Background: an optimization exercise with open tools, aiming at small area and a short achievable clock period. Do not read the settings as production practice. Function was checked by simulation only, so behaviour that the tests miss may differ from the original. No activity file was given, so power comes from the tool's default toggle rates.

==> design/flow/design.v <==
module alu_top (
    input             clk,
    input      [7:0]  a_in,
    input      [7:0]  b_in,
    input      [3:0]  command_in,
    input             oe,
    output reg [15:0] d_out
);
    reg [7:0] a_q, b_q;
    reg [3:0] cmd_q;
    reg       oe_q;
    wire [15:0] alu_out;
    always @(posedge clk) begin
        a_q   <= a_in;
        b_q   <= b_in;
        cmd_q <= command_in;
        oe_q  <= oe;
        d_out <= alu_out;
    end
    alu u_alu (.a_in(a_q), .b_in(b_q), .command_in(cmd_q), .oe(oe_q), .d_out(alu_out));
endmodule

module alu ( input [7:0]a_in,b_in,input [3:0]command_in,input oe,output [15:0]d_out);
	wire [15:0] prod;
	wire [7:0] q;
	mul u_mul (.a(a_in), .b(b_in), .p(prod));
	div u_div (.a(a_in), .b(b_in), .q(q));
	wire [7:0] a = a_in;
	wire [7:0] b = b_in;
	wire [3:0] c = command_in;
	wire s_ar  = oe & (c[3:2] == 2'b00);
	wire s_add = oe & (c[3:1] == 3'b000);
	wire s_sub = oe & (c[3:1] == 3'b001);
	wire s_mul = oe & (c == 4'd4);
	wire s_div = oe & (c == 4'd5);
	wire s_shl = oe & (c == 4'd6);
	wire s_shr = oe & (c == 4'd7);
	wire s_and = oe & (c == 4'd8);
	wire s_or  = oe & (c == 4'd9);
	wire s_inv = oe & (c == 4'd10);
	wire s_ff  = oe & ((c == 4'd11) | (c == 4'd12) | (c == 4'd14));
	wire t00 = oe & ((c == 4'd11) | (c == 4'd12) | (c == 4'd14));
	wire t01 = oe & ((c == 4'd11) | (c == 4'd13));
	wire t10 = oe & ((c == 4'd11) | (c == 4'd13) | (c == 4'd15));
	wire t11 = oe & ((c == 4'd14) | (c == 4'd15));
	wire [7:0] y   = c[0] ? {8{c[1]}} : (b ^ {8{c[1]}});
	wire       cin = c[1] ^ c[0];
	wire [8:0] sum = {1'b0, a} + {1'b0, y} + {8'd0, cin};
	wire bz = ~(|b);
	wire az = ~(|a);
	wire hi = s_ff | (s_sub & ~sum[8]) | (s_div & bz);
	wire [7:0] lg = ({8{t00}} & ~a & ~b) | ({8{t01}} & ~a & b) | ({8{t10}} & a & ~b) | ({8{t11}} & a & b);
	wire [7:0] lo = ({8{s_ar}} & sum[7:0]) | ({8{s_mul}} & prod[7:0]) | ({8{s_div}} & q)
	              | ({8{s_shl}} & {a[6:0], 1'b0}) | ({8{s_shr}} & {1'b0, a[7:1]}) | lg
	              | {7'd0, (s_and & ~az & ~bz) | (s_or & ~(az & bz)) | (s_inv & az)};
	assign d_out[7:0] = lo;
	assign d_out[8] = hi | (s_mul & prod[8]) | (s_add & sum[8]) | (s_shl & a[7]);
	assign d_out[15:9] = {7{hi}} | ({7{s_mul}} & prod[15:9]);
endmodule
module fa (input x, y, z, output s, c);
	assign s = x ^ y ^ z;
	assign c = (x & y) | (z & (x ^ y));
endmodule
module ha (input x, y, output s, c);
	assign s = x ^ y;
	assign c = x & y;
endmodule
module mul (input [7:0] a, b, output [15:0] p);
	wire [7:0] pp [0:7];
	genvar i, j;
	generate
		for (i = 0; i < 8; i = i + 1) begin : g_pp
			assign pp[i] = a & {8{b[i]}};
		end
	endgenerate
	wire [6:0] s [1:7];
	wire [6:0] c [1:7];
	generate
		for (j = 0; j < 7; j = j + 1) begin : g_r1
			ha h (.x(pp[0][j+1]), .y(pp[1][j]), .s(s[1][j]), .c(c[1][j]));
		end
		for (i = 2; i < 8; i = i + 1) begin : g_row
			for (j = 0; j < 7; j = j + 1) begin : g_col
				wire top = (j == 6) ? pp[i-1][7] : s[i-1][j+1];
				fa f (.x(top), .y(pp[i][j]), .z(c[i-1][j]), .s(s[i][j]), .c(c[i][j]));
			end
		end
	endgenerate
	assign p[0] = pp[0][0];
	generate
		for (i = 1; i < 8; i = i + 1) begin : g_lo
			assign p[i] = s[i][0];
		end
	endgenerate
	wire [7:0] rc;
	ha hf (.x(s[7][1]), .y(c[7][0]), .s(p[8]), .c(rc[0]));
	generate
		for (j = 1; j < 7; j = j + 1) begin : g_fin
			wire top = (j == 6) ? pp[7][7] : s[7][j+1];
			fa f (.x(top), .y(c[7][j]), .z(rc[j-1]), .s(p[8+j]), .c(rc[j]));
		end
	endgenerate
	assign p[15] = rc[6];
endmodule
module div (input [7:0] a, b, output [7:0] q);
	wire [9:0] b1 = {2'b00, b};
	wire [9:0] b2 = {1'b0, b, 1'b0};
	wire [9:0] b3 = b1 + b2;
	wire [7:0] rem [0:4];
	assign rem[4] = 8'd0;
	genvar k;
	generate
		for (k = 3; k >= 0; k = k - 1) begin : g_st
			localparam I = 2*k;
			localparam W = 8 - I;
			wire [W-1:0] t;
			if (W == 2) begin : g_t2
				assign t = a[I+1:I];
			end else begin : g_tn
				assign t = {rem[k+1][W-3:0], a[I+1:I]};
			end
			wire [10:0] d1 = {11'd0, t} - {1'b0, b1};
			wire [10:0] d2 = {11'd0, t} - {1'b0, b2};
			wire [10:0] d3 = {11'd0, t} - {1'b0, b3};
			wire ge1 = ~d1[10], ge2 = ~d2[10], ge3 = ~d3[10];
			assign q[I+1] = ge2;
			assign q[I] = ge3 | (ge1 & ~ge2);
			wire [W-1:0] r = ge3 ? d3[W-1:0] : ge2 ? d2[W-1:0] : ge1 ? d1[W-1:0] : t;
			if (W == 8) begin : g_r8
				assign rem[k] = r;
			end else begin : g_rn
				assign rem[k] = {{(8-W){1'b0}}, r};
			end
		end
	endgenerate
endmodule
==> design/flow/run.sh <==
#!/bin/bash
# synth_recipe.tcl (not shown) runs the flow's synth.tcl, then flattens the netlist and writes it again
# the make line also repeats each setting of config.mk as NAME=value (left out here)
make -C /OpenROAD-flow-scripts/flow DESIGN_CONFIG=/design/flow/config.mk WORK_HOME=/design/flow/orfs CLKGATE_MAP_FILE= SYNTH_SCRIPT=/design/flow/synth_recipe.tcl finish
==> design/flow/config.mk <==
export PLATFORM = sky130hd
export DESIGN_NAME = alu_top
export DESIGN_NICKNAME = alu_top
export VERILOG_FILES = /design/flow/design.v
export SDC_FILE = /design/flow/constraint.sdc
export NUM_CORES = 4
export LEC_CHECK = 0
export ABC_AREA = 1
export CAP_MARGIN = 20
export CORE_MARGIN = 2
export CORE_UTILIZATION = 40
export CTS_BUF_LIST = sky130_fd_sc_hd__clkbuf_8
export SLEW_MARGIN = 20
==> design/flow/constraint.sdc <==
create_clock -name core_clock -period 24.0 [get_ports {clk}]
set_input_delay 4.8000 -clock core_clock [delete_from_list [all_inputs] [get_ports {clk}]]
set_output_delay 4.8000 -clock core_clock [all_outputs]
set_load 0.01 [all_outputs]
==> results.py, run 1 <==
metrics = {
    "sta": {
        "hold_violations": 0,
        "setup_viol": 0,
        "worst_slew_margin_rel": 0.356,
        "rsz0062_at_grt": "no",
        "fin_setup_tns_ns": 0,
        "drv_slew": 0,
        "worst_pin_slew_ns": 0.962,
        "fmax_mhz": 134,
        "period_needed_ns": 7.47,
        "fin_crit_sh": 0.311,
        "fin_worst_skew_ns": 0.0171,
    },
    "clocking": {
        "worstSkewPairLatency_ns": 0.31,
        "cts_hold_buf": 0,
        "clockBufferDepth": 2,
        "postCtsSetupBuffers": 0,
        "cts_tree": "done",
        "cts.clk_slew.worst_paths_ns": 0.08,
        "clkSinkCount": 37,
        "cts_buffers": 5,
        "ctsHtreeMaxLevel": 2,
        "cts_resized": 0,
        "cts-root-buf": "clkbuf_8",
    },
    "worst_setup_path": {
        "critPathMaxStageDelay_ns": 0.78,
        "crit_path_end_kind": "flop",
        "path_cells": "ha_1 > ha_1 > inv_1 > fa_1 > inv_1 > fa_1 > fa_1 > fa_1 > inv_1 > fa_1 > fa_1 > inv_1 > ha_1 > fa_1 > fa_1 > fa_1 > fa_1 > fa_1 > inv_1 > fa_1 > or2_2 > nand2_1",
        "worstPathArrival_ns": 7.71,
        "critical_path_required_ns": 24.25,
        "crit_fanout": 13,
        "criticalPathCategory": "reg2reg",
        "worst_path_most_repeated_cell": "fa_1",
        "worst_setup_path_start_kind": "flop",
        "cp_slowest_cell": "dfxtp_1",
    },
    "global_routing": {
        "grt_pass1_wl_um": 26200,
        "grt_start_max_net_pins": 21,
        "grtUsageTotal": 0.206,
        "antenna_found_initial": 0,
        "grt_pass1_vias": 5122,
        "overflow": 0,
    },
    "detailed_routing": {
        "drt_wl_total_um": 15700,
        "drtIter0Drc": 418,
        "num_vias": 5199,
        "drt_pass1_iterations": 5,
        "routed_via_density": 5.05,
        "wire_per_inst_um": 15.3,
        "drc_errors": 0,
        "ant_nets": 0,
    },
    "power": {
        "leakage_nw": 3.48,
        "power_frac_comb": 0.590,
        "power.internal_mw": 0.181,
        "power.density_mw_per_mm2": 49.0,
        "clockPowerShare": 0.181,
        "sw_frac_of_total": 0.440,
        "p_sw_mw": 0.142,
        "ir_drop_uv": 21.9,
        "seq_power_share": 0.229,
    },
    "min_path": {
        "hold_path.class": "reg2reg",
    },
    "layout": {
        "fill_cells": 1496,
        "diodes": 0,
        "utilization": 0.456,
        "final_common_cell": "nand2_1",
        "area_delta_synth_final_pct": 11.5,
        "drive_above_1_share": 0.0544,
        "final_cell_mix": "nand2_1, inv_1, ha_1",
        "nets": 1013,
    },
    "yosys": {
        "synth-compound-area-share": 0.131,
        "synthAdderAreaFrac": 0.385,
        "avgSynthCellArea_sq_um": 7.29,
        "ys_seq_area_frac": 0.125,
        "async_flop_share": 0,
        "syn-num-nets": 982,
        "synthCells": 813,
        "synth_top_family_by_area": "adder cells",
        "synth-edff-count": 0,
        "synth_warnings": 3,
        "netlist.area_leader.share": 0.199,
        "synth_xor_area_frac": 0.0163,
        "muxShareOfSynthArea": 0,
        "synth_cell_types": 46,
        "synth_simple_gate_area_share": 0.226,
        "synth_area_leaders": "fa_1, ha_1, dfxtp_1, nand2_1, inv_1",
        "ys.flop_type": "dfxtp_1",
        "syn_area_sq_mm": 0.00592,
        "synth_top_area_cell": "fa_1",
        "ys_ff_latch": 37,
    },
    "floorplanning": {
        "die_width_um": 126,
        "dieArea_sq_mm": 0.0158,
        "ios": 38,
        "fp-row-count": 44,
        "coreArea_sq_mm": 0.0145,
        "initial_core_util": 0.409,
        "die_h_um": 126,
    },
    "placement": {
        "io_buffer_count": 37,
        "globalplace.congestion": 0.926,
        "place_hpwl_um": 12500,
    },
    "job": {
        "cap_violations": 0,
    },
    "outcome": {
        "status": "timing/DRC/antenna clean",
    },
}
-- worst paths after layout --
check | from | end | slack (ns) | cells past startpoint
min | oe_q$_DFF_P_ | d_out[0]$_DFF_P_ | 0.61 | 2
max | a_q[7]$_DFF_P_ | d_out[14]$_DFF_P_ | 16.53 | 22
min reg2reg | oe_q$_DFF_P_ | d_out[0]$_DFF_P_ | 0.61 | 2
max reg2reg | a_q[7]$_DFF_P_ | d_out[14]$_DFF_P_ | 16.53 | 22
-- synth_stat cells (2+ instances only) --
cell       instances
or2_2              6
o21bai_1           3
a31oi_1            5
o22ai_1            6
a221oi_1           4
dfxtp_1           37
nand2_2           10
inv_1            159
o2111ai_1          5
o21ai_2            2
ha_1              88
nor2_1            49
or2_4              2
nor3_1             2
a21oi_1           53
nor2_2             2
clkbuf_1          14
or2_1              2
o211ai_1           9
a21o_1             2
nand3_2            5
clkinv_1           3
nand3_1           28
nand4_1            8
inv_2              3
buf_2              3
o21ai_0           29
fa_1              59
xor2_1             5
a311oi_1           3
xnor2_1            6
nand2_1          186
nor2_4             2
-- sequential cells by signal, indices dropped and copies added (netlist names) --
| name | count |
|---|---|
| d_out | 16 |
| oe_q | 1 |
| a_q | 8 |
| b_q | 8 |
| cmd_q | 4 |
-- through the flow --
stage / setup slack (ns) / instance area (sq um) / std cells / hold WS [ns] / total power [mW]
after floorplan: 16.81 / 5920 / 813 / 0.554 / 0.215
after global placement: 16.53 / 6490 / 1021 / 0.600 / 0.265
after detailed placement: 16.51 / 6490 / 1021 / 0.592 / 0.266
after CTS: 16.50 / 6600 / 1029 / 0.610 / 0.326
after global routing: 15.93 / 6600 / 1029 / 0.684 / 0.362
final: 16.53 / 6600 / 1029 / 0.612 / 0.323
-- final cells by class --
cell class,count,area (sq um),area share
Sequential cell,37,741,0.112
Clock inverter,2,33.8,0.00512
Clock buffer,6,82.6,0.0125
Tap cell,184,230,0.0349
Multi-Input combinational cell,594,4500,0.681
Inverter,165,619,0.0938
Timing Repair Buffer,41,400,0.0606
-- power groups by stage --
| stage | Sequential [mW] | Combinational [mW] | Clock, mW |
|---|---|---|---|
| global route | 0.0751 | 0.223 | 0.0635 |
| global placement | 0.0754 | 0.189 | 0 |
| detailed placement | 0.0754 | 0.191 | 0 |
| floorplan | 0.0735 | 0.141 | 0 |
| CTS | 0.0741 | 0.191 | 0.0606 |
| finish | 0.0740 | 0.191 | 0.0587 |
-- layer usage --
| layer | track usage | wire length, um | vias up |
|---|---|---|---|
| met2 | 0.329 | 6900 | 189 |
| met4 | 0.0399 | 258 | 0 |
| li1 | - | - | 2636 |
| met1 | 0.297 | 7500 | 2344 |
| met3 | 0.0348 | 1060 | 30 |
| met5 | 0 | 0 | - |
-- cells by family after synthesis --
| logic type | count (synthesis) |
|---|---|
| AO/OA/AOI/OAI | 130 |
| XOR/XNOR | 11 |
| adder cells (fa/ha/maj) | 147 |
| buffers and inverters | 182 |
| flip-flops | 37 |
| AND/OR/NAND/NOR | 306 |
-- critical path, delay by kind of cell, from the launching register on --
kind          cells  cell delay (ns)
buf+inv           5             0.29
fa+ha+maj        15             6.00
flops             1             0.78
simple gates      2             0.35
==> inputs of run 2 (changes only) <==
--- a/design/flow/config.mk
+++ b/design/flow/config.mk
@@ -12,2 +12,4 @@
 export CTS_BUF_LIST = sky130_fd_sc_hd__clkbuf_8
+export CTS_CLUSTER_DIAMETER = 500
+export CTS_CLUSTER_SIZE = 40
 export SLEW_MARGIN = 20
==> run 2 against run 1 <==
  * Largest cell class unchanged
  * Still clean
  * Utilization stayed put
  * Critical endpoint unchanged
  * Clock skew stayed put
  * Register-to-register slack hardly changed
  * Hold slack stayed put
==> results.py, run 2 <==
metrics = {
    "outcome": {
        "status": "timing/DRC/antenna clean",
    },
    "yosys": {
        "ys.flop_type": "dfxtp_1",
        "synth-edff-count": 0,
        "ys_seq_area_frac": 0.125,
        "syn-num-nets": 982,
        "syn_area_sq_mm": 0.00592,
        "avgSynthCellArea_sq_um": 7.29,
        "synthTopCellsByCount": "nand2_1, inv_1, ha_1",
        "synth_cell_types": 46,
        "synthAdderAreaFrac": 0.385,
        "async_flop_share": 0,
        "synth_simple_gate_area_share": 0.226,
        "synth_warnings": 3,
        "synth_top_area_cell": "fa_1",
        "synth-compound-area-share": 0.131,
        "ys_ff_latch": 37,
        "synthCells": 813,
        "synth_xor_area_frac": 0.0163,
        "synth_most_common_cell": "nand2_1",
        "netlist.area_leader.share": 0.199,
        "synth_area_leaders": "fa_1, ha_1, dfxtp_1, nand2_1, inv_1",
        "synth_top_family_by_area": "adder cells",
        "muxShareOfSynthArea": 0,
    },
    "global_routing": {
        "grtUsageTotal": 0.206,
        "antenna_found_initial": 0,
        "grt_pass1_wl_um": 26200,
        "overflow": 0,
        "grt_pass1_vias": 5122,
        "grt_start_max_net_pins": 21,
    },
    "detailed_routing": {
        "num_vias": 5199,
        "ant_nets": 0,
        "drt_pass1_iterations": 5,
        "routed_via_density": 5.05,
        "drc_errors": 0,
        "drtIter0Drc": 418,
        "wire_per_inst_um": 15.3,
        "drt_wl_total_um": 15700,
    },
    "worst_setup_path": {
        "worstRegToRegCells": 22,
        "critical_path_required_ns": 24.25,
        "cp_slowest_cell": "dfxtp_1",
        "critical_path_buf_inv_count": 5,
        "r2r-start": "a_q[7]$_DFF_P_",
        "worst_setup_path_start_kind": "flop",
        "r2r_end": "d_out[14]$_DFF_P_",
        "path_cells": "ha_1 > ha_1 > inv_1 > fa_1 > inv_1 > fa_1 > fa_1 > fa_1 > inv_1 > fa_1 > fa_1 > inv_1 > ha_1 > fa_1 > fa_1 > fa_1 > fa_1 > fa_1 > inv_1 > fa_1 > or2_2 > nand2_1",
        "criticalPathCategory": "reg2reg",
        "worstPathArrival_ns": 7.71,
        "critPathMaxStageDelay_ns": 0.78,
        "critical_path.top_delay_family": "adder cells",
        "worst_path_most_repeated_cell": "fa_1",
        "crit_path_end_kind": "flop",
        "r2r_slack_ns": 16.53,
        "crit_fanout": 13,
    },
    "power": {
        "leakage_nw": 3.48,
        "ir_drop_uv": 21.9,
        "power.density_mw_per_mm2": 49.0,
    },
    "layout": {
        "final_cell_mix": "nand2_1, inv_1, ha_1",
        "drive_above_1_share": 0.0544,
        "largest_register_ffs": 16,
        "area_delta_synth_final_pct": 11.5,
        "final_common_cell": "nand2_1",
        "top_regs": "d_out x16, a_q x8, b_q x8",
        "regMostFlops": "d_out",
        "nets": 1013,
        "diodes": 0,
    },
    "placement": {
        "place_hpwl_um": 12500,
        "globalplace.congestion": 0.926,
        "place_ws_ns": 16.51,
        "io_buffer_count": 37,
    },
    "min_path": {
        "holdPathStages": 2,
        "hp-start": "oe_q$_DFF_P_",
        "whs_endpoint": "d_out[0]$_DFF_P_",
        "hold_path.class": "reg2reg",
    },
    "clocking": {
        "cts_hold_buf": 0,
        "cts-root-buf": "clkbuf_8",
        "cts.clk_slew.worst_paths_ns": 0.08,
        "clkSinkCount": 37,
        "cts_buffers": 5,
        "cts_tree": "done",
        "worstSkewPairLatency_ns": 0.31,
        "ctsHtreeMaxLevel": 2,
        "clockBufferDepth": 2,
        "postCtsSetupBuffers": 0,
        "cts_resized": 0,
    },
    "sta": {
        "hold_violations": 0,
        "rsz0062_at_grt": "no",
        "worst_pin_slew_ns": 0.962,
        "timing.hold.ws_ns": 0.612,
        "setup_viol": 0,
        "fin_crit_sh": 0.311,
        "fmax_mhz": 134,
        "drv_slew": 0,
        "fin_ws_ns": 16.53,
        "fin_setup_tns_ns": 0,
        "fin_worst_skew_ns": 0.0171,
        "worst_slew_margin_rel": 0.356,
        "period_needed_ns": 7.47,
    },
    "floorplanning": {
        "coreArea_sq_mm": 0.0145,
        "fp-row-count": 44,
        "die_h_um": 126,
        "die_width_um": 126,
        "dieArea_sq_mm": 0.0158,
        "initial_core_util": 0.409,
        "ios": 38,
    },
    "job": {
        "cap_violations": 0,
    },
}
[run 2: logic make-up (layout without fill, tap and decap cells)]
| group | after synthesis | count (layout) |
|---|---|---|
| xor gates and xnor gates | 11 | 11 |
| and+or+nand+nor | 306 | 306 |
| DFF | 37 | 37 |
| buffers and inverters | 182 | 214 |
| adders and majority gates | 147 | 147 |
| AOI/OAI and AO/OA | 130 | 130 |
[run 2: cell type report]
cell class / instances / area [sq um]
clock buffer: 6 / 82.6
clock inverter: 2 / 33.8
fill: 1496 / 7880
inverter: 165 / 619
multi-input combinational: 594 / 4500
sequential: 37 / 741
tap: 184 / 230
timing repair buffer: 41 / 400
[run 2: power breakdown]
group / switching (mW) / internal, mW
registers: 0.00729 / 0.0667
clock network: 0.0252 / 0.0335
logic: 0.110 / 0.0810
total: 0.142 / 0.181
[run 2: how the worst max path moves through the flow]
| stage | slack [ns] | startpoint | cells after the start | end |
|---|---|---|---|---|
| finish | 16.53 | a_q[7]$_DFF_P_ | 22 | d_out[14]$_DFF_P_ |
| global route | 15.93 | b_q[7]$_DFF_P_ | 42 | d_out[0]$_DFF_P_ |
| CTS | 16.50 | a_q[7]$_DFF_P_ | 22 | d_out[14]$_DFF_P_ |
| detailed placement | 16.51 | a_q[7]$_DFF_P_ | 22 | d_out[14]$_DFF_P_ |
| global placement | 16.53 | a_q[7]$_DFF_P_ | 22 | d_out[14]$_DFF_P_ |
| floorplan | 16.81 | b_q[1]$_DFF_P_ | 24 | d_out[14]$_DFF_P_ |
[run 2: per-layer routing]
metal  vias up  track usage  part of all wire
met2       189        0.329              0.44
met4         0       0.0399             0.016
met1      2344        0.297              0.48
met5         -            0                 0
li1       2636            -                 -
met3        30       0.0348             0.068
[run 2: worst min-delay path, delay by kind of cell, from the launching register on]
| kind | cells | cell delay [ns] |
|---|---|---|
| flip-flops | 1 | 0.36 |
| AND/OR/NAND/NOR | 1 | 0.11 |
| AO/OA/AOI/OAI | 1 | 0.09 |
[run 2: per-stage QoR]
step                cell area [sq um]  std cells  total power [mW]   util
floorplan                        5920        813             0.215      -
global placement                 6490       1021             0.265  0.448
detailed placement               6490       1021             0.266  0.448
CTS                              6600       1029             0.326  0.456
global route                     6600       1029             0.362  0.456
finish                           6600       1029             0.323  0.456
==> inputs of run 3 (changes only) <==
--- a/design/flow/config.mk
+++ b/design/flow/config.mk
@@ -11,5 +11,2 @@
 export CORE_UTILIZATION = 40
-export CTS_BUF_LIST = sky130_fd_sc_hd__clkbuf_8
-export CTS_CLUSTER_DIAMETER = 500
-export CTS_CLUSTER_SIZE = 40
 export SLEW_MARGIN = 20
==> run 3 against run 2 <==
  * Fmax about the same
  * Sequential share of layout area decreased by 0.095 points
  * Count of clock-buffer cells in the layout rose by 1
  * Global-route usage up 0.099 points
  * Utilization increased by 0.39 points
  * Combinational power barely moved
  * Die area is the same
  * Largest cell class unchanged
  * Highest routed layer unchanged
==> results.py, run 3 <==
metrics = {
    "outcome": {
        "status": "timing/DRC/antenna clean",
    },
    "layout": {
        "fill_cells": 1485,
        "nets": 1013,
        "diodes": 0,
        "regMostFlops": "d_out",
        "final_cell_mix": "nand2_1, inv_1, ha_1",
        "area_delta_synth_final_pct": 12.4,
        "drive_above_1_share": 0.0544,
        "multi_input_area_sq_mm": 0.00450,
        "stdcell_area_sq_mm": 0.00666,
        "final_common_cell": "nand2_1",
        "regArea_sq_um": 741,
        "largest_register_ffs": 16,
        "utilization": 0.460,
        "top_regs": "d_out x16, a_q x8, b_q x8",
    },
    "floorplanning": {
        "die_h_um": 126,
        "coreArea_sq_mm": 0.0145,
        "ios": 38,
        "fp-row-count": 44,
        "initial_core_util": 0.409,
        "die_width_um": 126,
        "dieArea_sq_mm": 0.0158,
    },
    "global_routing": {
        "top_usage_layer": "met2",
        "grtUsageTotal": 0.207,
        "use_met3": 0.0348,
        "antenna_found_initial": 0,
        "grt_use_met1": 0.296,
        "grt_start_max_net_pins": 21,
        "grt_pass1_vias": 5113,
        "grt_pass1_wl_um": 26300,
        "overflow": 0,
        "use_met2": 0.332,
    },
    "worst_setup_path": {
        "startpoint": "a_q[7]$_DFF_P_",
        "criticalPathCategory": "reg2reg",
        "r2r_end": "d_out[14]$_DFF_P_",
        "cp_slowest_cell": "dfxtp_1",
        "worstPathArrival_ns": 7.70,
        "critical_path.top_delay_family": "adder cells",
        "worst_path_most_repeated_cell": "fa_1",
        "critical_path_required_ns": 24.23,
        "r2r-start": "a_q[7]$_DFF_P_",
        "worstRegToRegCells": 22,
        "worst_setup_path_start_kind": "flop",
        "crit_fanout": 13,
        "critical_path_buf_inv_count": 5,
        "path_cells": "ha_1 > ha_1 > inv_1 > fa_1 > inv_1 > fa_1 > fa_1 > fa_1 > inv_1 > fa_1 > fa_1 > inv_1 > ha_1 > fa_1 > fa_1 > fa_1 > fa_1 > fa_1 > inv_1 > fa_1 > or2_2 > nand2_1",
        "crit_path_end_kind": "flop",
        "critPathMaxStageDelay_ns": 0.78,
        "r2r_slack_ns": 16.53,
    },
    "power": {
        "ir_drop_uv": 27.4,
        "leakage_nw": 3.50,
        "power.density_mw_per_mm2": 51.6,
    },
    "sta": {
        "drv_slew": 0,
        "fmax_mhz": 134,
        "fin_crit_sh": 0.311,
        "rsz0062_at_grt": "no",
        "hold_violations": 0,
        "fin_ws_ns": 16.53,
        "period_needed_ns": 7.47,
        "worst_pin_slew_ns": 0.927,
        "setup_viol": 0,
        "fin_setup_tns_ns": 0,
        "worst_slew_margin_rel": 0.380,
        "fin_worst_skew_ns": 0.0125,
    },
    "clocking": {
        "clkSinkCount": 37,
        "ctsHtreeMaxLevel": 2,
        "postCtsSetupBuffers": 0,
        "cts-root-buf": "clkbuf_16",
        "cts_resized": 0,
        "cts_buffers": 5,
        "cts.clk_slew.worst_paths_ns": 0.06,
        "worstSkewPairLatency_ns": 0.30,
        "clockBufferDepth": 2,
        "cts_tree": "done",
        "cts_hold_buf": 0,
    },
    "min_path": {
        "whs_endpoint": "d_out[0]$_DFF_P_",
        "hold_path.class": "reg2reg",
        "hp-start": "oe_q$_DFF_P_",
        "holdPathStages": 2,
    },
    "placement": {
        "place_ws_ns": 16.51,
        "place_hpwl_um": 12500,
        "globalplace.congestion": 0.926,
        "io_buffer_count": 37,
        "dpl_cell_area_sq_mm": 0.00649,
    },
    "yosys": {
        "synth_most_common_cell": "nand2_1",
        "synth-edff-count": 0,
        "synth_top_area_cell": "fa_1",
        "async_flop_share": 0,
        "ys_ff_latch": 37,
        "synthTopCellsByCount": "nand2_1, inv_1, ha_1",
        "ys.flop_type": "dfxtp_1",
        "ys_seq_area_frac": 0.125,
        "synth_warnings": 3,
        "syn_area_sq_mm": 0.00592,
        "netlist.area_leader.share": 0.199,
        "synth_area_leaders": "fa_1, ha_1, dfxtp_1, nand2_1, inv_1",
        "syn-num-nets": 982,
        "avgSynthCellArea_sq_um": 7.29,
        "synthCells": 813,
        "synth_cell_types": 46,
    },
    "detailed_routing": {
        "num_vias": 5191,
        "routed_via_density": 5.04,
        "drt_pass1_iterations": 7,
        "drc_errors": 0,
        "drt_wl_total_um": 15700,
        "wire_per_inst_um": 15.3,
        "ant_nets": 0,
        "drtIter0Drc": 397,
    },
    "job": {
        "cap_violations": 0,
    },
}
-- run 3: cell count changes in the layout (fill, tap and decap cells not counted) --
cell       change
clkbuf_16      +5
clkbuf_8       -5
inv_1          -1
clkbuf_1       +1
-- run 3: worst max-delay path by stage --
stage	slack, ns	end	cells after the start
after detailed placement	16.51	d_out[14]$_DFF_P_	22
after global routing	15.93	d_out[0]$_DFF_P_	42
after global placement	16.53	d_out[14]$_DFF_P_	22
after CTS	16.51	d_out[14]$_DFF_P_	22
final	16.53	d_out[14]$_DFF_P_	22
after floorplan	16.81	d_out[14]$_DFF_P_	24
-- run 3: worst reg2reg max path: cells and delay by family (launching register included) --
kind | cells | cell delay, ns
buf+inv | 5 | 0.29
flops | 1 | 0.78
fa+ha+maj | 15 | 6.00
simple gates | 2 | 0.35
-- run 3: cell families after synthesis --
logic type / share of synthesized area
AOI/OAI and AO/OA: 0.131
xor gates and xnor gates: 0.0163
adders and majority gates: 0.385
buffers and inverters: 0.116
DFF: 0.125
and+or+nand+nor: 0.226
-- run 3: report_power, final --
part / total (mW) / switching, mW / internal, mW
combinational: 0.190 / 0.109 / 0.0809
sequential: 0.0741 / 0.00728 / 0.0668
clock: 0.0794 / 0.0275 / 0.0520
-- run 3: through the flow --
| stage | std cells | hold WS (ns) | power, mW |
|---|---|---|---|
| after floorplan | 813 | 0.554 | 0.215 |
| after global placement | 1021 | 0.600 | 0.265 |
| after detailed placement | 1021 | 0.592 | 0.266 |
| after CTS | 1029 | 0.607 | 0.347 |
| after global routing | 1029 | 0.680 | 0.383 |
| final | 1029 | 0.610 | 0.344 |
-- run 3: area by class of cell --
| type | instances | share of cell area |
|---|---|---|
| multi-input cells | 594 | 0.675 |
| repair buffers | 41 | 0.0601 |
| clock buffers | 7 | 0.0214 |
| well taps | 184 | 0.0346 |
| inverters | 165 | 0.0930 |
| flip-flops and latches | 37 | 0.111 |
| clock inverters | 1 | 0.00451 |
-- run 3: per-layer routing --
layer	wire [um]	up-vias	share of wire
met4	212	0	0.014
met1	7620	2365	0.49
met5	0	-	0
li1	-	2634	-
met2	6910	171	0.44
met3	949	21	0.060
==> inputs of run 4 (changes only) <==
--- a/design/flow/design.v
+++ b/design/flow/design.v
@@ -30,29 +30,37 @@
 	wire [3:0] c = command_in;
-	wire s_ar  = oe & (c[3:2] == 2'b00);
-	wire s_add = oe & (c[3:1] == 3'b000);
-	wire s_sub = oe & (c[3:1] == 3'b001);
-	wire s_mul = oe & (c == 4'd4);
-	wire s_div = oe & (c == 4'd5);
-	wire s_shl = oe & (c == 4'd6);
-	wire s_shr = oe & (c == 4'd7);
-	wire s_and = oe & (c == 4'd8);
-	wire s_or  = oe & (c == 4'd9);
-	wire s_inv = oe & (c == 4'd10);
-	wire s_ff  = oe & ((c == 4'd11) | (c == 4'd12) | (c == 4'd14));
-	wire t00 = oe & ((c == 4'd11) | (c == 4'd12) | (c == 4'd14));
-	wire t01 = oe & ((c == 4'd11) | (c == 4'd13));
-	wire t10 = oe & ((c == 4'd11) | (c == 4'd13) | (c == 4'd15));
-	wire t11 = oe & ((c == 4'd14) | (c == 4'd15));
-	wire [7:0] y   = c[0] ? {8{c[1]}} : (b ^ {8{c[1]}});
-	wire       cin = c[1] ^ c[0];
-	wire [8:0] sum = {1'b0, a} + {1'b0, y} + {8'd0, cin};
+	wire [15:0] dc = 16'd1 << c;
+	wire t00 = dc[2] | dc[3] | dc[11] | dc[12] | dc[14];
+	wire t01 = dc[0] | dc[3] | dc[11] | dc[13];
+	wire t10 = dc[2] | dc[3] | dc[6] | dc[12] | dc[14];
+	wire t11 = dc[0] | dc[3] | dc[6] | dc[11] | dc[12] | dc[13];
+	wire cen = dc[0] | dc[1] | dc[2] | dc[3] | dc[6];
+	wire cin = dc[1] | dc[2];
+	wire [7:0] y;
+	wire [8:0] cy;
+	wire [7:0] sum;
+	assign cy[0] = cin;
+	genvar k;
+	generate
+		for (k = 0; k < 8; k = k + 1) begin : g_add
+			assign y[k] = a[k] ? (b[k] ? t11 : t10) : (b[k] ? t01 : t00);
+			wire ck = (k == 0) ? cy[0] : (cy[k] & cen);
+			assign sum[k] = a[k] ^ y[k] ^ ck;
+			assign cy[k+1] = (a[k] & y[k]) | (ck & (a[k] ^ y[k]));
+		end
+	endgenerate
 	wire bz = ~(|b);
 	wire az = ~(|a);
-	wire hi = s_ff | (s_sub & ~sum[8]) | (s_div & bz);
-	wire [7:0] lg = ({8{t00}} & ~a & ~b) | ({8{t01}} & ~a & b) | ({8{t10}} & a & ~b) | ({8{t11}} & a & b);
-	wire [7:0] lo = ({8{s_ar}} & sum[7:0]) | ({8{s_mul}} & prod[7:0]) | ({8{s_div}} & q)
-	              | ({8{s_shl}} & {a[6:0], 1'b0}) | ({8{s_shr}} & {1'b0, a[7:1]}) | lg
-	              | {7'd0, (s_and & ~az & ~bz) | (s_or & ~(az & bz)) | (s_inv & az)};
+	wire s_sum = oe & (dc[0] | dc[1] | dc[2] | dc[3] | dc[6] | dc[11] | dc[12] | dc[13] | dc[14] | dc[15]);
+	wire s_co  = oe & (dc[0] | dc[1] | dc[6]);
+	wire s_sub = oe & (dc[2] | dc[3]);
+	wire s_mul = oe & dc[4];
+	wire s_div = oe & dc[5];
+	wire s_shr = oe & dc[7];
+	wire s_ff  = oe & (dc[11] | dc[12] | dc[14]);
+	wire hi = s_ff | (s_sub & ~cy[8]) | (s_div & bz);
+	wire b0 = oe & ((dc[8] & ~az & ~bz) | (dc[9] & ~(az & bz)) | (dc[10] & az));
+	wire [7:0] lo = ({8{s_sum}} & sum) | ({8{s_mul}} & prod[7:0]) | ({8{s_div}} & q)
+	              | ({8{s_shr}} & {1'b0, a[7:1]}) | {7'd0, b0};
 	assign d_out[7:0] = lo;
-	assign d_out[8] = hi | (s_mul & prod[8]) | (s_add & sum[8]) | (s_shl & a[7]);
+	assign d_out[8] = hi | (s_mul & prod[8]) | (s_co & cy[8]);
 	assign d_out[15:9] = {7{hi}} | ({7{s_mul}} & prod[15:9]);
--- a/design/flow/config.mk
+++ b/design/flow/config.mk
@@ -11,2 +11,3 @@
 export CORE_UTILIZATION = 40
-export SLEW_MARGIN = 20
+export CTS_BUF_LIST = sky130_fd_sc_hd__clkbuf_8
+export SLEW_MARGIN = 60
==> run 4 against run 3 <==
  * Still clean on timing, DRC and antenna
  * Die area is 5.0% lower
  * Total power is 12% lower
  * Sequential share of layout area rose by 0.94 points
  * Wire length shrank 4.7%
  * Clock power down 42%
  * First-iteration DRC count shrank 26%
  * Synthesized cell count is 7.9% lower
  * Clock skew grew 0.0078 ns
  * Area after synthesis fell by 5.2%
  * Global-route usage is 0.42 points higher
  * Sequential power up 2%
  * Critical endpoint is now d_out[15]$_DFF_P_
==> results.py, run 4 <==
metrics = {
    "worst_setup_path": {
        "worstPathArrival_ns": 7.33,
        "worst_path_most_repeated_cell": "fa_1",
        "critical_path_buf_inv_count": 1,
        "criticalPathCategory": "reg2reg",
        "crit_fanout": 8,
        "critPathMaxStageDelay_ns": 0.50,
        "worst_setup_path_start_kind": "flop",
        "critical_path.top_delay_family": "simple AND/OR/NAND/NOR gates",
        "critical_path_required_ns": 24.18,
        "cp_slowest_cell": "dfxtp_1",
        "crit_path_end_kind": "flop",
    },
    "sta": {
        "drv_slew": 0,
        "fmax_mhz": 140,
        "rsz0062_at_grt": "no",
        "hold_violations": 0,
        "fin_worst_skew_ns": 0.0203,
        "worst_pin_slew_ns": 0.584,
        "setup_viol": 0,
        "period_needed_ns": 7.15,
        "fin_ws_ns": 16.85,
        "fin_crit_sh": 0.298,
        "worst_slew_margin_rel": 0.610,
        "fin_setup_tns_ns": 0,
    },
    "yosys": {
        "netlist.area_leader.share": 0.232,
        "ys.flop_type": "dfxtp_1",
        "synthCells": 749,
        "syn_area_sq_mm": 0.00562,
        "synth_cell_types": 44,
        "avgSynthCellArea_sq_um": 7.50,
        "synth_top_area_cell": "fa_1",
        "synthTopCellsByCount": "nand2_1, inv_1, ha_1",
        "ys_seq_area_frac": 0.132,
        "synth_warnings": 3,
        "async_flop_share": 0,
        "synth_area_leaders": "fa_1, ha_1, dfxtp_1, nand2_1, inv_1",
        "synth_most_common_cell": "nand2_1",
        "ys_ff_latch": 37,
        "syn-num-nets": 913,
        "synth-edff-count": 0,
    },
    "clocking": {
        "clkSinkCount": 37,
        "ctsHtreeMaxLevel": 2,
        "cts_tree": "done",
        "cts_buffers": 5,
        "cts_hold_buf": 0,
        "cts-root-buf": "clkbuf_8",
        "postCtsSetupBuffers": 0,
        "clockBufferDepth": 2,
        "cts_resized": 0,
        "worstSkewPairLatency_ns": 0.33,
        "cts.clk_slew.worst_paths_ns": 0.07,
    },
    "layout": {
        "area_delta_synth_final_pct": 11.9,
        "top_regs": "d_out x16, a_q x8, b_q x8",
        "final_common_cell": "nand2_1",
        "nets": 941,
        "final_cell_mix": "nand2_1, inv_1, ha_1",
        "regMostFlops": "d_out",
        "largest_register_ffs": 16,
        "diodes": 0,
        "final_cells": 957,
        "drive_above_1_share": 0.0798,
    },
    "detailed_routing": {
        "wire_per_inst_um": 15.6,
        "drc_errors": 0,
        "drt_pass1_iterations": 5,
        "routed_via_density": 5.20,
        "drtIter0Drc": 295,
        "num_vias": 4976,
        "ant_nets": 0,
        "drt_wl_total_um": 15000,
    },
    "floorplanning": {
        "ios": 38,
        "coreArea_sq_mm": 0.0138,
        "die_width_um": 122,
        "fp-row-count": 43,
        "initial_core_util": 0.408,
        "die_h_um": 122,
        "dieArea_sq_mm": 0.0150,
    },
    "placement": {
        "place_hpwl_um": 11900,
        "place_ws_ns": 16.80,
        "globalplace.congestion": 0.956,
        "dp.cells": 950,
        "io_buffer_count": 37,
    },
    "min_path": {
        "hold_path.class": "reg2reg",
    },
    "power": {
        "power.density_mw_per_mm2": 47.9,
        "sw_frac_of_total": 0.455,
        "p_sw_mw": 0.137,
        "seq_power_share": 0.252,
        "ir_drop_uv": 31.2,
        "power_frac_comb": 0.595,
        "leakage_nw": 3.22,
        "clockPowerShare": 0.153,
        "power.internal_mw": 0.164,
    },
    "global_routing": {
        "grt_start_max_net_pins": 20,
        "grt_pass1_wl_um": 24600,
        "overflow": 0,
        "grt_pass1_vias": 5019,
        "antenna_found_initial": 0,
        "grtUsageTotal": 0.212,
    },
    "outcome": {
        "status": "timing/DRC/antenna clean",
    },
    "job": {
        "cap_violations": 0,
    },
}
## run 4: changes by cell type after synthesis, sizes merged, moves of 4 or more
| cell | delta |
|---|---|
| a211oi | +5 |
| a21oi | -19 |
| fa | +6 |
| ha | -11 |
| inv | -31 |
| nand4 | -5 |
| nor2 | -12 |
| nor3 | +8 |
| o21ai | +4 |
| o22ai | -4 |
| o311ai | +5 |
## run 4: area by class of cell
cell class | count | area, sq um
Clock buffer | 5 | 68.8
Timing Repair Buffer | 38 | 378
Multi-Input combinational cell | 561 | 4340
Fill cell | 1408 | 7490
Inverter | 134 | 503
Tap cell | 180 | 225
Clock inverter | 2 | 12.5
Sequential cell | 37 | 758
## run 4: metal layers
metal / global-route usage / vias up / routed length (um)
met5: 0 / - / 0
met4: 0.0790 / 0 / 461
met3: 0.0265 / 23 / 775
met2: 0.355 / 163 / 7040
met1: 0.279 / 2359 / 6680
li1: - / 2431 / -
## run 4: metrics by stage
stage	area [sq um]	total power, mW	hold WS [ns]	utilization
floorplan	5620	0.208	0.523	-
global placement	6150	0.253	0.616	0.447
detailed placement	6190	0.258	0.614	0.450
CTS	6270	0.306	0.630	0.455
global route	6290	0.336	0.650	0.456
finish	6290	0.301	0.621	0.456
## run 4: path summary, 6_finish.rpt
| check | endpoint | startpoint | cells after the start | slack (ns) |
|---|---|---|---|---|
| hold / removal | d_out[8]$_DFF_P_ | oe_q$_DFF_P_ | 2 | 0.62 |
| hold reg to reg | d_out[8]$_DFF_P_ | oe_q$_DFF_P_ | 2 | 0.62 |
| setup / recovery | d_out[15]$_DFF_P_ | cmd_q[2]$_DFF_P_ | 25 | 16.85 |
| setup reg to reg | d_out[15]$_DFF_P_ | cmd_q[2]$_DFF_P_ | 25 | 16.85 |
## run 4: cells by family after synthesis
| family | share of synthesized area |
|---|---|
| buffers and inverters | 0.101 |
| XOR/XNOR | 0.0172 |
| AND/OR/NAND/NOR | 0.231 |
| flip-flops | 0.132 |
| adder cells (fa/ha/maj) | 0.403 |
| AO/OA/AOI/OAI | 0.115 |
## run 4: power by group through the flow
stage	sequential [mW]	combinational, mW	clock [mW]
floorplan	0.0729	0.136	0
global placement	0.0768	0.176	0
detailed placement	0.0772	0.180	0
CTS	0.0757	0.182	0.0482
global route	0.0769	0.209	0.0497
finish	0.0759	0.179	0.0461
## run 4: worst min-delay path, cell delays in order, from the launching register on
cell	delay [ns]
dfxtp_1	0.38
nand2_1	0.09
o211ai_1	0.09
==> inputs of run 5 (changes only) <==
--- a/design/flow/config.mk
+++ b/design/flow/config.mk
@@ -12,2 +12,2 @@
 export CTS_BUF_LIST = sky130_fd_sc_hd__clkbuf_8
-export SLEW_MARGIN = 60
+export SLEW_MARGIN = 80
==> run 5 against run 4 <==
  * Clock skew is 0.0017 ns lower
  * Cell count rose by 1.1%
  * Critical path type unchanged
  * Via count up 0.86%
  * Area after synthesis stayed put
  * Count of clock-buffer cells in the layout is the same
  * Combinational power rose by 4%
  * Cell area rose by 4.5%
  * Sequential power barely moved
==> results.py, run 5 <==
metrics = {
    "outcome": {
        "status": "timing/DRC/antenna clean",
    },
    "yosys": {
        "synth_top_family_by_area": "adder cells",
        "synth_top_area_cell": "fa_1",
        "synth-compound-area-share": 0.115,
        "netlist.area_leader.share": 0.232,
        "syn-num-nets": 913,
        "ys_seq_area_frac": 0.132,
        "ys.flop_type": "dfxtp_1",
        "synth_simple_gate_area_share": 0.231,
        "synthTopCellsByCount": "nand2_1, inv_1, ha_1",
        "synth_warnings": 3,
        "ys_ff_latch": 37,
        "muxShareOfSynthArea": 0,
        "synthAdderAreaFrac": 0.403,
        "async_flop_share": 0,
        "synth_most_common_cell": "nand2_1",
        "synth-edff-count": 0,
        "synth_area_leaders": "fa_1, ha_1, dfxtp_1, nand2_1, inv_1",
        "synth_xor_area_frac": 0.0172,
        "synthCells": 749,
        "syn_area_sq_mm": 0.00562,
        "synth_cell_types": 44,
        "avgSynthCellArea_sq_um": 7.50,
    },
    "layout": {
        "nets": 951,
        "regMostFlops": "d_out",
        "largest_register_ffs": 16,
        "utilization": 0.477,
        "final_cells": 968,
        "stdcell_area_sq_mm": 0.00657,
        "top_regs": "d_out x16, a_q x8, b_q x8",
        "final_cell_mix": "nand2_1, inv_1, ha_1",
        "final_common_cell": "nand2_1",
        "drive_above_1_share": 0.123,
        "area_delta_synth_final_pct": 17.0,
        "diodes": 0,
    },
    "sta": {
        "worst_slew_margin_rel": 0.809,
        "setup_viol": 0,
        "timing.hold.ws_ns": 0.608,
        "fmax_mhz": 140,
        "fin_setup_tns_ns": 0,
        "fin_ws_ns": 16.85,
        "worst_pin_slew_ns": 0.285,
        "fin_crit_sh": 0.298,
        "rsz0062_at_grt": "no",
        "fin_worst_skew_ns": 0.0186,
        "period_needed_ns": 7.15,
        "drv_slew": 0,
        "hold_violations": 0,
    },
    "power": {
        "finalPower_mw": 0.305,
        "leakage_nw": 3.30,
        "ir_drop_uv": 24.5,
        "power.density_mw_per_mm2": 46.4,
    },
    "clocking": {
        "clkSinkCount": 37,
        "cts-root-buf": "clkbuf_8",
        "cts_hold_buf": 0,
        "cts_resized": 0,
        "cts_buffers": 5,
        "cts.clk_slew.worst_paths_ns": 0.07,
        "cts_tree": "done",
        "worstSkewPairLatency_ns": 0.32,
        "clockBufferDepth": 2,
        "ctsHtreeMaxLevel": 2,
        "postCtsSetupBuffers": 0,
    },
    "detailed_routing": {
        "drt_pass1_iterations": 5,
        "routed_via_density": 5.18,
        "drtIter0Drc": 284,
        "drc_errors": 0,
        "ant_nets": 0,
        "num_vias": 5019,
        "wire_per_inst_um": 15.5,
        "drt_wl_total_um": 15000,
    },
    "floorplanning": {
        "ios": 38,
        "initial_core_util": 0.408,
        "die_width_um": 122,
        "fp-row-count": 43,
        "dieArea_sq_mm": 0.0150,
        "die_h_um": 122,
        "coreArea_sq_mm": 0.0138,
    },
    "min_path": {
        "hp-start": "oe_q$_DFF_P_",
        "hold_path.class": "reg2reg",
        "holdPathStages": 2,
        "whs_endpoint": "d_out[8]$_DFF_P_",
    },
    "global_routing": {
        "use_met3": 0.0367,
        "grtUsageTotal": 0.218,
        "grt_pass1_vias": 5185,
        "use_met2": 0.353,
        "top_usage_layer": "met2",
        "antenna_found_initial": 0,
        "overflow": 0,
        "grt_pass1_wl_um": 25400,
        "grt_use_met1": 0.291,
        "grt_start_max_net_pins": 20,
    },
    "worst_setup_path": {
        "worst_setup_path_start_kind": "flop",
        "critical_path_required_ns": 24.17,
        "worstRegToRegCells": 25,
        "worstPathArrival_ns": 7.32,
        "r2r_end": "d_out[8]$_DFF_P_",
        "criticalPathCategory": "reg2reg",
        "r2r-start": "cmd_q[3]$_DFF_P_",
        "crit_fanout": 8,
        "r2r_slack_ns": 16.85,
        "crit_path_end_kind": "flop",
    },
    "placement": {
        "dp.cells": 958,
        "io_buffer_count": 37,
        "globalplace.congestion": 0.956,
        "place_hpwl_um": 12100,
        "dpl_cell_area_sq_mm": 0.00643,
        "place_ws_ns": 16.83,
    },
    "job": {
        "cap_violations": 0,
    },
}
-- run 5: cell types whose count changed in the layout (fill, tap and decap cells not counted), sizes merged --
cell / delta
buf: +7
clkbuf: +2
clkdlybuf4s50: +1
clkinv: +1
-- run 5: worst max-delay path by stage --
| stage | from | end | cells after the start |
|---|---|---|---|
| after floorplan | b_q[0]$_DFF_P_ | d_out[14]$_DFF_P_ | 21 |
| after global placement | b_q[0]$_DFF_P_ | d_out[14]$_DFF_P_ | 21 |
| after detailed placement | cmd_q[3]$_DFF_P_ | d_out[8]$_DFF_P_ | 25 |
| after CTS | cmd_q[3]$_DFF_P_ | d_out[8]$_DFF_P_ | 25 |
| after global routing | cmd_q[1]$_DFF_P_ | d_out[8]$_DFF_P_ | 26 |
| final | cmd_q[3]$_DFF_P_ | d_out[8]$_DFF_P_ | 25 |
-- run 5: power by group --
group / leakage [nW] / switching, mW / internal, mW
clock: 0.0505 / 0.0241 / 0.0195
combinational: 2.93 / 0.105 / 0.0809
sequential: 0.314 / 0.00971 / 0.0660
total: 3.30 / 0.138 / 0.166
-- run 5: critical path: stages, from the launching register on --
cell             delay, ns
dfxtp_2               0.40
nor4_4                0.32
clkdlybuf4s50_1       0.54
nor3_2                0.06
inv_2                 0.16
a211oi_4              0.07
nand3_1               0.08
o211ai_1              0.12
fa_1                  0.40
or2_2                 0.31
fa_1                  0.36
or2_2                 0.31
fa_1                  0.35
or2_2                 0.31
fa_1                  0.35
or2_2                 0.31
fa_1                  0.36
or2_2                 0.31
fa_1                  0.34
or2_2                 0.31
fa_1                  0.35
nor2_1                0.16
fa_1                  0.22
o21ai_1               0.11
a21oi_4               0.26
o211ai_1              0.13
-- run 5: cell type report --
type / count / area, sq um
multi-input cells: 561 / 4530
well taps: 180 / 225
clock inverters: 3 / 12.5
repair buffers: 48 / 427
inverters: 134 / 505
fillers: 1396 / 7200
flip-flops and latches: 37 / 801
clock buffers: 5 / 68.8
-- run 5: cells by family (layout without fill, tap and decap cells) --
kind of cell | count (synthesis) | in the layout
flip-flops | 37 | 37
XOR/XNOR | 11 | 11
adder cells (fa/ha/maj) | 142 | 142
AO/OA/AOI/OAI | 107 | 107
AND/OR/NAND/NOR | 301 | 301
buffers and inverters | 151 | 190
-- run 5: layer usage --
layer | vias to the layer above | routed length [um]
met5 | - | 0
met1 | 2368 | 6610
met4 | 0 | 572
met3 | 29 | 884
met2 | 160 | 6980
li1 | 2462 | -
==> inputs of run 6 (changes only) <==
--- a/design/flow/config.mk
+++ b/design/flow/config.mk
@@ -11,3 +11,2 @@
 export CORE_UTILIZATION = 40
-export CTS_BUF_LIST = sky130_fd_sc_hd__clkbuf_8
-export SLEW_MARGIN = 80
+export SLEW_MARGIN = 20
==> run 6 against run 5 <==
  * Still clean on timing, DRC and antenna
  * Sequential share of layout area decreased by 0.46 points
  * Die area stayed put
  * Register-to-register slack worse by 0.25 ns
  * Wire length fell by 1.8%
  * Sequential power is essentially flat
  * Critical path depth down 4
  * Global-route usage shrank 0.62 points
  * Critical path type unchanged
  * Critical endpoint is now d_out[14]$_DFF_P_
  * Largest power group unchanged
==> results.py, run 6 <==
metrics = {
    "sta": {
        "rsz0062_at_grt": "no",
        "fin_ws_ns": 16.60,
        "fin_setup_tns_ns": 0,
        "period_needed_ns": 7.40,
        "worst_pin_slew_ns": 0.873,
        "fin_worst_skew_ns": 0.0127,
        "fin_crit_sh": 0.308,
        "worst_slew_margin_rel": 0.417,
        "setup_viol": 0,
        "timing.hold.ws_ns": 0.616,
        "hold_violations": 0,
        "fmax_mhz": 135,
        "drv_slew": 0,
    },
    "clocking": {
        "postCtsSetupBuffers": 0,
        "clockBufferDepth": 2,
        "clkSinkCount": 37,
        "ctsHtreeMaxLevel": 2,
        "cts_buffers": 5,
        "cts_tree": "done",
        "cts-root-buf": "clkbuf_16",
        "cts_hold_buf": 0,
        "worstSkewPairLatency_ns": 0.30,
        "cts.clk_slew.worst_paths_ns": 0.06,
        "cts_resized": 0,
    },
    "layout": {
        "utilization": 0.459,
        "diodes": 0,
        "area_delta_synth_final_pct": 12.5,
        "nets": 941,
        "final_common_cell": "nand2_1",
        "top_regs": "d_out x16, a_q x8, b_q x8",
        "fill_cells": 1390,
        "regMostFlops": "d_out",
        "drive_above_1_share": 0.0566,
        "stdcell_area_sq_mm": 0.00632,
        "final_cell_mix": "nand2_1, inv_1, ha_1",
        "final_cells": 958,
        "largest_register_ffs": 16,
    },
    "detailed_routing": {
        "wire_per_inst_um": 15.4,
        "drc_errors": 0,
        "drt_pass1_iterations": 6,
        "drt_wl_total_um": 14800,
        "routed_via_density": 5.23,
        "drtIter0Drc": 348,
        "ant_nets": 0,
        "num_vias": 5013,
    },
    "floorplanning": {
        "die_width_um": 122,
        "initial_core_util": 0.408,
        "die_h_um": 122,
        "coreArea_sq_mm": 0.0138,
        "dieArea_sq_mm": 0.0150,
        "fp-row-count": 43,
        "ios": 38,
    },
    "global_routing": {
        "grt_pass1_vias": 5052,
        "antenna_found_initial": 0,
        "grt_pass1_wl_um": 24600,
        "overflow": 0,
        "grt_start_max_net_pins": 20,
        "grtUsageTotal": 0.212,
    },
    "worst_setup_path": {
        "criticalPathCategory": "reg2reg",
        "crit_fanout": 19,
        "path_cells": "ha_1 > ha_1 > inv_1 > fa_1 > inv_1 > fa_1 > fa_1 > fa_1 > inv_1 > fa_1 > fa_1 > inv_1 > ha_1 > fa_1 > fa_1 > fa_1 > fa_1 > fa_1 > inv_1 > fa_1 > o21ai_0",
        "critical_path.top_delay_family": "adder cells",
        "critical_path_buf_inv_count": 5,
        "critical_path_required_ns": 24.22,
        "critPathMaxStageDelay_ns": 0.89,
        "worstPathArrival_ns": 7.61,
        "crit_path_end_kind": "flop",
        "worst_path_most_repeated_cell": "fa_1",
        "worst_setup_path_start_kind": "flop",
        "cp_slowest_cell": "dfxtp_1",
    },
    "yosys": {
        "synthCells": 749,
        "ys_seq_area_frac": 0.132,
        "synth_warnings": 3,
        "synth-edff-count": 0,
        "synthTopCellsByCount": "nand2_1, inv_1, ha_1",
        "netlist.area_leader.share": 0.232,
        "ys.flop_type": "dfxtp_1",
        "ys_ff_latch": 37,
        "async_flop_share": 0,
        "synth_area_leaders": "fa_1, ha_1, dfxtp_1, nand2_1, inv_1",
        "synth_most_common_cell": "nand2_1",
        "avgSynthCellArea_sq_um": 7.50,
        "syn-num-nets": 913,
        "synth_cell_types": 44,
        "synth_top_area_cell": "fa_1",
        "syn_area_sq_mm": 0.00562,
    },
    "job": {
        "cap_violations": 0,
    },
    "placement": {
        "place_ws_ns": 16.57,
        "dp.cells": 950,
        "io_buffer_count": 37,
        "place_hpwl_um": 11800,
        "globalplace.congestion": 0.956,
        "dpl_cell_area_sq_mm": 0.00615,
    },
    "power": {
        "finalPower_mw": 0.327,
        "power.density_mw_per_mm2": 51.8,
        "leakage_nw": 3.25,
        "ir_drop_uv": 50.8,
    },
    "min_path": {
        "hold_path.class": "reg2reg",
    },
    "outcome": {
        "status": "timing/DRC/antenna clean",
    },
}
-- run 6: where the power goes --
part           switching (mW)  total (mW)  internal (mW)
registers             0.00898      0.0755         0.0665
logic                   0.101       0.178         0.0770
clock network          0.0289      0.0735         0.0446
-- run 6: cell type report --
type                       instances  area, sq um  area share
clock buffer                       7          153      0.0242
clock inverter                     1         8.76     0.00139
inverter                         134          503      0.0796
multi-input combinational        561         4310       0.682
sequential                        37          741       0.117
tap                              180          225      0.0357
timing repair buffer              38          378      0.0598
-- run 6: kinds of logic after synthesis --
| logic type | synth area share |
|---|---|
| buffers and inverters | 0.101 |
| DFF | 0.132 |
| and+or+nand+nor | 0.231 |
| xor gates and xnor gates | 0.0172 |
| adders and majority gates | 0.403 |
| AOI/OAI and AO/OA | 0.115 |
-- run 6: worst min-delay path: cells and delay by family, from the launching register on --
family             cells  cell delay [ns]
AOI/OAI and AO/OA      1             0.09
DFF                    1             0.37
and+or+nand+nor        1             0.09
-- run 6: worst paths after layout --
kind / startpoint / cells past startpoint / end / slack [ns]
min: oe_q$_DFF_P_ / 2 / d_out[8]$_DFF_P_ / 0.62
max: b_q[0]$_DFF_P_ / 21 / d_out[14]$_DFF_P_ / 16.60
min reg2reg: oe_q$_DFF_P_ / 2 / d_out[8]$_DFF_P_ / 0.62
max reg2reg: b_q[0]$_DFF_P_ / 21 / d_out[14]$_DFF_P_ / 16.60
-- run 6: per-layer routing --
layer,up-vias,part of all wire,GRT usage
met5,-,0,0
met4,0,0.039,0.105
met3,32,0.051,0.0316
met2,163,0.47,0.349
met1,2383,0.44,0.271
li1,2435,-,-
==> inputs of run 7 (changes only) <==
==> design/flow/flow/run.sh (new file) <==
#!/bin/bash
# The standard layout, with the port buffers that global placement inserts
# made of the smallest plain buffer instead of the default choice.
set -euo pipefail
export BUFFER_PORTS_ARGS="-buffer_cell sky130_fd_sc_hd__buf_1"
bash standard.sh finish > standard_flow.log 2>&1
==> design/flow/standard.sh (new file) <==
#!/bin/bash
# synth_recipe.tcl (not shown) runs the flow's synth.tcl, then flattens the netlist and writes it again
# the make line also repeats each setting of config.mk as NAME=value (left out here)
make -C /OpenROAD-flow-scripts/flow DESIGN_CONFIG=/design/flow/config.mk WORK_HOME=/design/flow/orfs CLKGATE_MAP_FILE= SYNTH_SCRIPT=/design/flow/synth_recipe.tcl "${@:-finish}"
--- a/design/flow/config.mk
+++ b/design/flow/config.mk
@@ -11,2 +11,3 @@
 export CORE_UTILIZATION = 40
-export SLEW_MARGIN = 20
+export CTS_BUF_LIST = sky130_fd_sc_hd__clkbuf_8
+export SLEW_MARGIN = 60
removed: design/flow/run.sh
==> run 7 against run 6 <==
  * Wire length down 0.14%
  * Utilization down 1.7 points
  * Worst setup slack better by 0.24 ns
  * Clock power down 26%
  * Total power down 6.9%
  * Fmax up 3.4%
  * Register-to-register slack better by 0.24 ns
  * Via count down 3.7%
  * Count of clock-buffer cells in the layout unchanged
  * Cell area down 3.7%
  * Critical path depth unchanged
  * Cell count up 0.10%
  * Critical path type unchanged
==> results.py, run 7 <==
metrics = {
    "global_routing": {
        "top_usage_layer": "met2",
        "use_met3": 0.0279,
        "grt_start_max_net_pins": 20,
        "antenna_found_initial": 0,
        "grtUsageTotal": 0.209,
        "use_met2": 0.360,
        "grt_pass1_wl_um": 24200,
        "grt_use_met1": 0.280,
        "overflow": 0,
        "grt_pass1_vias": 4788,
    },
    "detailed_routing": {
        "drtIter0Drc": 306,
        "ant_nets": 0,
        "routed_via_density": 5.04,
        "drc_errors": 0,
        "drt_pass1_iterations": 5,
        "wire_per_inst_um": 15.4,
        "drt_wl_total_um": 14700,
        "num_vias": 4829,
    },
    "sta": {
        "fmax_mhz": 140,
        "setup_viol": 0,
        "period_needed_ns": 7.15,
        "hold_violations": 0,
        "fin_ws_ns": 16.85,
        "drv_slew": 0,
        "fin_setup_tns_ns": 0,
        "worst_slew_margin_rel": 0.625,
        "fin_worst_skew_ns": 0.0182,
        "rsz0062_at_grt": "no",
        "worst_pin_slew_ns": 0.559,
        "fin_crit_sh": 0.298,
    },
    "placement": {
        "globalplace.congestion": 0.907,
        "place_ws_ns": 16.67,
        "place_hpwl_um": 11700,
        "io_buffer_count": 37,
    },
    "layout": {
        "final_cell_mix": "nand2_1, inv_1, ha_1",
        "top_regs": "d_out x16, a_q x8, b_q x8",
        "fill_cells": 1468,
        "nets": 942,
        "final_common_cell": "nand2_1",
        "area_delta_synth_final_pct": 8.24,
        "regMostFlops": "d_out",
        "largest_register_ffs": 16,
        "diodes": 0,
        "utilization": 0.441,
        "drive_above_1_share": 0.0822,
    },
    "clocking": {
        "cts_tree": "done",
        "cts_resized": 0,
        "postCtsSetupBuffers": 0,
        "cts_buffers": 5,
        "cts-root-buf": "clkbuf_8",
        "ctsHtreeMaxLevel": 2,
        "worstSkewPairLatency_ns": 0.32,
        "clkSinkCount": 37,
        "clockBufferDepth": 2,
        "cts_hold_buf": 0,
        "cts.clk_slew.worst_paths_ns": 0.08,
    },
    "floorplanning": {
        "coreArea_sq_mm": 0.0138,
        "initial_core_util": 0.408,
        "ios": 38,
        "fp-row-count": 43,
        "die_width_um": 122,
        "die_h_um": 122,
        "dieArea_sq_mm": 0.0150,
    },
    "min_path": {
        "hp-start": "oe_q$_DFF_P_",
        "hold_path.class": "reg2reg",
        "whs_endpoint": "d_out[8]$_DFF_P_",
        "holdPathStages": 2,
    },
    "worst_setup_path": {
        "crit_path_end_kind": "flop",
        "crit_fanout": 19,
        "worstPathArrival_ns": 7.39,
        "criticalPathCategory": "reg2reg",
        "worstRegToRegCells": 21,
        "critical_path_required_ns": 24.24,
        "worst_setup_path_start_kind": "flop",
        "r2r-start": "b_q[0]$_DFF_P_",
        "r2r_slack_ns": 16.85,
        "r2r_end": "d_out[14]$_DFF_P_",
    },
    "power": {
        "finalPower_mw": 0.304,
        "power.density_mw_per_mm2": 50.1,
        "ir_drop_uv": 33.3,
        "leakage_nw": 3.14,
    },
    "yosys": {
        "synth_area_leaders": "fa_1, ha_1, dfxtp_1, nand2_1, inv_1",
        "ys_ff_latch": 37,
        "avgSynthCellArea_sq_um": 7.50,
        "synth_warnings": 3,
        "synth-edff-count": 0,
        "synthTopCellsByCount": "nand2_1, inv_1, ha_1",
        "synth_top_area_cell": "fa_1",
        "async_flop_share": 0,
        "ys_seq_area_frac": 0.132,
        "syn-num-nets": 913,
        "synth_most_common_cell": "nand2_1",
        "ys.flop_type": "dfxtp_1",
        "synth_cell_types": 44,
        "synthCells": 749,
        "netlist.area_leader.share": 0.232,
        "syn_area_sq_mm": 0.00562,
    },
    "job": {
        "cap_violations": 0,
    },
    "outcome": {
        "status": "timing/DRC/antenna clean",
    },
}
[run 7: cell counts after synthesis]
No cell type changed its count.
[run 7: where the power goes]
part | total [mW] | leakage [nW] | internal, mW | switching, mW
clock | 0.0543 | 0.0549 | 0.0266 | 0.0277
sequential | 0.0759 | 0.309 | 0.0667 | 0.00916
combinational | 0.174 | 2.77 | 0.0721 | 0.102
total | 0.304 | 3.14 | 0.165 | 0.139
[run 7: per-layer routing]
layer  routed length, um  part of all wire
met1                6720              0.46
met2                7150              0.48
met3                 682             0.046
met4                 203             0.014
met5                   0                 0
[run 7: final cells by class]
| type | count | area, sq um | area share |
|---|---|---|---|
| multi-input combinational | 561 | 4330 | 0.713 |
| timing repair buffer | 39 | 154 | 0.0253 |
| clock buffer | 7 | 96.3 | 0.0158 |
| inverter | 134 | 503 | 0.0827 |
| tap | 180 | 225 | 0.0370 |
| sequential | 37 | 759 | 0.125 |
| clock inverter | 1 | 8.76 | 0.00144 |
[run 7: logic make-up (layout without fill, tap and decap cells)]
family,Yosys count,in the layout,share of synthesized area
buffers and inverters,151,181,0.101
AOI/OAI and AO/OA,107,107,0.115
xor gates and xnor gates,11,11,0.0172
and+or+nand+nor,301,301,0.231
DFF,37,37,0.132
adders and majority gates,142,142,0.403
[run 7: through the flow]
step	hold WS [ns]	instances	cell area, sq um
2_1_floorplan	0.523	749	5620
3_3_place_gp	0.620	951	5930
3_5_place_dp	0.615	951	5960
4_1_cts	0.627	959	6060
5_1_grt	0.668	959	6080
6_report	0.644	959	6080
[run 7: how the worst max path moves through the flow]
stage | slack (ns) | start | cells past startpoint | end
after floorplan | 17.09 | b_q[0]$_DFF_P_ | 21 | d_out[14]$_DFF_P_
after global placement | 16.62 | b_q[0]$_DFF_P_ | 21 | d_out[14]$_DFF_P_
after detailed placement | 16.67 | cmd_q[3]$_DFF_P_ | 25 | d_out[15]$_DFF_P_
after CTS | 16.64 | cmd_q[3]$_DFF_P_ | 25 | d_out[8]$_DFF_P_
after global routing | 16.33 | cmd_q[2]$_DFF_P_ | 25 | d_out[14]$_DFF_P_
final | 16.85 | b_q[0]$_DFF_P_ | 21 | d_out[14]$_DFF_P_
[run 7: critical path: stages, from the launching register on]
cell and delay, ns:
dfxtp_2 0.63, ha_1 0.24, ha_1 0.14, inv_1 0.05, fa_1 0.47, inv_1 0.05
fa_1 0.50, fa_1 0.53, fa_1 0.55, inv_1 0.05, fa_1 0.50, fa_1 0.54
inv_1 0.04, ha_1 0.21, fa_1 0.39, fa_1 0.39, fa_1 0.39, fa_1 0.39
fa_1 0.36, inv_1 0.07, fa_1 0.39, o21ai_0 0.15

[static timing again, ports no longer ideal]
No port has a modelled driver above. Below, the same layouts with a new extraction and two added sets of constraints. Step 1 (the two cells are an assumption about what drives the block):
set clk [get_ports {clk}]
set_driving_cell -lib_cell sky130_fd_sc_hd__clkbuf_16 $clk
set_driving_cell -lib_cell sky130_fd_sc_hd__buf_2 [delete_from_list [all_inputs] $clk]
Step 2 times the ports against the registers' clock, not the clock port: input delays grow and output delays shrink by t, the midpoint of the rising clock arrivals with the driver on. Slacks: ideal ports / drivers / drivers and shift; pairs: ideal ports / drivers.
| run | shift t [ns] | slack for setup (ns) | hold slack, ns | slew at the worst register clock pin (ns) |
|---|---|---|---|---|
| run 1 | 0.338 | 16.532 / 16.532 / 16.532 | 0.612 / 0.612 / 0.612 | 0.09 / 0.09 |
| run 2 | 0.338 | 16.532 / 16.532 / 16.532 | 0.612 / 0.612 / 0.612 | 0.09 / 0.09 |
| run 3 | 0.324 | 16.531 / 16.531 / 16.531 | 0.610 / 0.610 / 0.610 | 0.06 / 0.06 |
| run 4 | 0.353 | 16.849 / 16.849 / 16.849 | 0.621 / 0.621 / 0.621 | 0.09 / 0.09 |
| run 5 | 0.345 | 16.850 / 16.850 / 16.850 | 0.608 / 0.608 / 0.608 | 0.09 / 0.09 |
| run 6 | 0.333 | 16.602 / 16.602 / 16.602 | 0.616 / 0.616 / 0.616 | 0.07 / 0.07 |
| run 7 | 0.351 | 16.847 / 16.847 / 16.847 | 0.644 / 0.644 / 0.644 | 0.10 / 0.10 |
After both steps every run listed still meets setup and hold.
